From an optimization exercise on the open Yosys and OpenROAD flow, aimed at small area and a short achievable clock period; shortcuts taken in it are not production practice. Function was checked by simulation only, so behaviour that the tests miss may differ from the original.

==> willow <==
## ff_mult32appx
module ff_mult32appx(clk, aa, bb, yy1, yy2);
  input clk;
  input [31:0] aa;
  input [31:0] bb;
  output [63:0] yy1, yy2;
  wire [33:0] bx = {1'b0, bb, 1'b0};
  wire [16:0] e1_d, e2_d, en_d;
  genvar j;
  generate for (j = 0; j < 16; j = j + 1) begin : g_enc
    wire hi = bx[2*j+2], mi = bx[2*j+1], lo = bx[2*j];
    assign e1_d[j] = mi ^ lo;
    assign e2_d[j] = (hi & ~mi & ~lo) | (~hi & mi & lo);
    assign en_d[j] = hi;
  end endgenerate
  assign e1_d[16] = bb[31];
  assign e2_d[16] = 1'b0;
  assign en_d[16] = 1'b0;
  wire [102:0] cs_d;
  mult32_low u_low (.aa(aa), .e1_d(e1_d[7:0]), .e2_d(e2_d[7:0]), .en_d(en_d), .cs(cs_d));
  reg [31:0] a1;
  reg [16:8] e1, e2, en;
  reg [102:0] cs;
  reg za, zb, b1one;
  always @(posedge clk) begin
    a1 <= aa;
    e1 <= e1_d[16:8];
    e2 <= e2_d[16:8];
    en <= en_d[16:8];
    cs <= cs_d;
    za <= ~|aa;
    zb <= ~|bb;
    b1one <= (bb == 32'd1);
  end
  wire [63:0] s0_d;
  wire [63:0] pp_d;
  wire [15:0] bg_d;
  wire [15:0] bp_d;
  mult32_tree u_tree (.a1(a1), .e1(e1), .e2(e2), .en(en), .cs(cs), .s0(s0_d), .pp(pp_d), .bg(bg_d), .bp(bp_d));
  wire [63:0] y1_d;
  signed_Mult32_3_Y21_final_4 u_appx (.a(a1), .zero(za | zb), .one(b1one), .y(y1_d));
  reg  [63:0] s0;
  reg  [63:0] pp;
  reg  [15:0] bg;
  reg  [15:0] bp;
  reg [63:0] yy1;
  always @(posedge clk) begin
    s0 <= s0_d;
    pp <= pp_d;
    bg <= bg_d;
    bp <= bp_d;
    yy1 <= y1_d;
  end
  mult32exact u_add (.s0(s0), .pp(pp), .bg(bg), .bp(bp), .y(yy2));
endmodule
make LEC_CHECK=0 CAP_MARGIN=20 CORE_MARGIN=2 CORE_UTILIZATION=40 SETUP_SLACK_MARGIN=4.0 SLEW_MARGIN=20 TNS_END_PERCENT=2 finish   # period 8.0 ns
run.sh (not shown) runs the stock make flow with config.mk's settings and CLKGATE_MAP_FILE= SYNTH_SCRIPT=/design/flow/synth_recipe.tcl, a recipe that flattens the netlist after the stock synthesis.
==> pepper: changes against willow <==
Settings changed: TNS_END_PERCENT 2 to 10.
==> comparison <==
pepper ran to the end with no violations. willow produced a clean layout. Flip-flop and latch count is the same in pepper and willow. Of pepper and willow, willow has the higher clock-buffer cell count (gap 3). Of willow and pepper, pepper has the higher register-to-register slack (gap 80 ps). In willow the via count is lower than in pepper, by about 5%. In pepper the cell area is higher than in willow, by about 7%. Non-clock buffer count: pepper is higher than willow (132). Of pepper and willow, pepper has the higher global-route usage (gap 1.5 points).
==> figures <==
item                                                            pepper          willow
Routed len/inst                                                26.5 um         24.8 um
Number of global-route vias before repair                        33100           32400
DRT met1 WL                                                   59300 um        57900 um
Crit-path max cell delay                                        560 ps          510 ps
Non-clock buffers, area share                                    15.8%           11.7%
Crit path setup slack, layout                                  3680 ps         3590 ps
Proportion of layout cells with a drive suffix above 1           20.2%           13.1%
Utilization after layout                                         51.3%           47.9%
Outcome                                                 finished clean  finished clean
Clkbuf count                                                        49              52
HPWL Detailed                                                 86700 um        88300 um
Gr usage total                                                   28.4%           26.8%
Final cell count without fillers                                  5940            5807

========
==> run a: inputs <==
Another version of the RTL of ff_mult32appx (not shown whole).
clock: 8.0 ns
lec_check: 0
cap_margin: 20
core_margin: 2
core_utilization: 40
setup_slack_margin: 4.0
slew_margin: 20
tns_end_percent: 5
==> run b: changes against run a <==
- TNS_END_PERCENT: 5 -> 10
==> comparison table <==
| metric | run a | run b |
|---|---|---|
| Outcome | finished clean | finished clean |
| Buffers plus inverters on the worst setup path | 2 | 3 |
| Multi-input gate share of total cell area | 64.74% | 64.89% |
| Average wire per standard cell | 23.48 um | 23.44 um |
| Via count | 37540 | 37540 |
| Arrival time at the worst endpoint | 4.74 ns | 4.69 ns |
| Fin crit share | 53.49% | 52.30% |
| Clock buffers and inverters, area share | 3.147% | 3.348% |
| Routed wire length on met2 | 63.35 mm | 62.10 mm |
| Crit-path max cell delay | 0.58 ns | 0.55 ns |
| Initial DRC Count | 4618 | 4564 |
| Share of final-layout standard cells stronger than drive strength 1 | 10.21% | 11.52% |
| Global-route wire length before repair | 221.6 mm | 223.6 mm |
| Worst-Skew Late Latency | 0.64 ns | 0.62 ns |
| GR met1 Demand/Resource | 38.90% | 39.39% |
| Layout buffering overhead excluding clock cells | 7.528% | 7.336% |
| Fmax achieved | 233.7 MHz | 239.0 MHz |
| Fraction of standard cell area that is sequential | 16.93% | 16.85% |
| Via count of the first global-routing pass | 34640 | 34810 |
| All-Layer GR Usage | 26.80% | 27.17% |
| Multi-input gate area | 0.03032 mm2 | 0.03055 mm2 |
| Nonclk buf count | 328 | 338 |

========
==> trial 38: inputs <==
ff_mult32appx, a different RTL version from the one above (not shown whole).
clock: 8.0 ns
lec_check: 0
cap_margin: 20
core_margin: 2
core_utilization: 45
setup_slack_margin: 4.0
slew_margin: 20
tns_end_percent: 10
standard.sh (not shown) runs the stock make flow with config.mk's settings and CLKGATE_MAP_FILE= SYNTH_SCRIPT=/design/flow/synth_recipe.tcl, a recipe that flattens the netlist after the stock synthesis.
==> flow/flow/run.sh <==
#!/bin/bash
# The standard layout (the standard.sh, unchanged synthesis and steps),
# with one change: the buffer on every input and output port is a
# sky130_fd_sc_hd__buf_4 instead of the buffer OpenROAD picks by default,
# which on this platform is a slow delay buffer (clkdlybuf4s50_1).
# All of standard.sh's output goes to standard.log here; ORFS keeps each
# step's full log under orfs/logs/.
set -euo pipefail
export BUFFER_PORTS_ARGS="-buffer_cell sky130_fd_sc_hd__buf_4"
bash standard.sh > standard.log 2>&1
==> inputs of build 32, as changes to trial 38 <==
- CORE_UTILIZATION: 45 -> 40
- TNS_END_PERCENT: 10 -> 20
==> inputs of build 15, as changes to trial 38 <==
==> flow/run.sh (new file) <==
#!/bin/bash
# synth_recipe.tcl (not shown) runs the flow's synth.tcl, then flattens the netlist and writes it again
# the make line also repeats each setting of config.mk as NAME=value (left out here)
make -C /OpenROAD-flow-scripts/flow DESIGN_CONFIG=/design/flow/config.mk WORK_HOME=/design/flow/orfs CLKGATE_MAP_FILE= SYNTH_SCRIPT=/design/flow/synth_recipe.tcl finish
- CORE_UTILIZATION: 45 -> 40
removed: flow/flow/run.sh
removed: flow/standard.sh
==> results.txt <==
In build 15 the die area is larger than in trial 38, by about 12%.
Of build 32 and trial 38, build 32 has the higher clock skew (gap 0.011 ns).
Against trial 38, the sequential share of layout area of build 15 is lower by 0.80 points.
Trial 38 completed with no timing, DRC or antenna violations. Build 15 completed without violations. Build 32 produced a clean layout.
Synthesized area is the same in trial 38 and build 15.
Final cell count, highest first: build 15, build 32, trial 38.
Worst hold slack, highest first: build 15, trial 38, build 32.
==> figures <==
| quantity | trial 38 | build 32 | build 15 |
|---|---|---|---|
| Met1 track demand over resource in global routing | 38.71% | 34.39% | 35.57% |
| Met2 demand-to-capacity share in global routing | 45.05% | 39.99% | 42.10% |
| Worst relative slew slack | 41.42% | 57.12% | 23.12% |
| Multi-input comb cells | 2182 | 2186 | 2193 |
| Area of the die | 77620 um^2 | 87180 um^2 | 87180 um^2 |
| Result of the run | no timing/DRC/antenna violations | no timing/DRC/antenna violations | no timing/DRC/antenna violations |
| Final weighted congestion in routability-driven placement | 0.9014 | 0.8437 | 0.8589 |
| Multi-input combinational cell area | 24200 um^2 | 24450 um^2 | 24590 um^2 |
| Die X-Extent | 278.6 um | 295.3 um | 295.3 um |
| Resize count post-CTS | 208 | 208 | 337 |
| Fraction of area in multi-input gates | 61.68% | 60.96% | 60.05% |
| # clk buffers | 58 | 65 | 63 |

-- re-timing with driven ports --
In the flow no input, the clock included, has a driving cell. The finished layouts below were timed again as built, in two steps. Step 1, drivers: a clkbuf_16 drives clk and a buf_2 each remaining input, both assumed. Step 2 also shifts input and output timing later by t, the mid clock arrival at the registers, as if the neighbouring blocks saw the same clock. Three values: ideal, step 1, step 2; two values: the first two.
| run | t, ns | setup slack, ns | worst hold slack (ns) | clock arrival spread, ns | pins driven straight from the clock port |
|---|---|---|---|---|---|
| willow | 0.680 | 3.585 / 3.601 / 2.945 | 0.447 / 0.447 / 0.447 | 0.029 / 0.028 | 1 |
| pepper | 0.684 | 3.679 / 3.619 / 3.006 | 0.449 / 0.449 / 0.449 | 0.045 / 0.045 | 1 |
| run a | 0.682 | 3.721 / 3.742 / 3.067 | 0.454 / 0.454 / 0.454 | 0.049 / 0.050 | 1 |
| run b | 0.679 | 3.816 / 3.827 / 3.155 | 0.450 / 0.450 / 0.450 | 0.032 / 0.032 | 1 |
| trial 38 | 0.667 | 3.666 / 3.668 / 3.001 | 0.446 / 0.446 / 0.446 | 0.040 / 0.039 | 1 |
| build 32 | 0.687 | 3.813 / 3.813 / 3.176 | 0.438 / 0.438 / 0.438 | 0.046 / 0.046 | 1 |
| build 15 | 0.669 | 3.807 / 3.834 / 3.179 | 0.458 / 0.458 / 0.458 | 0.035 / 0.035 | 1 |
After both steps every run listed still meets setup and hold. For pepper, which loses most, drivers alone change the setup slack by -0.060 ns; drivers and shift together by -0.673 ns.
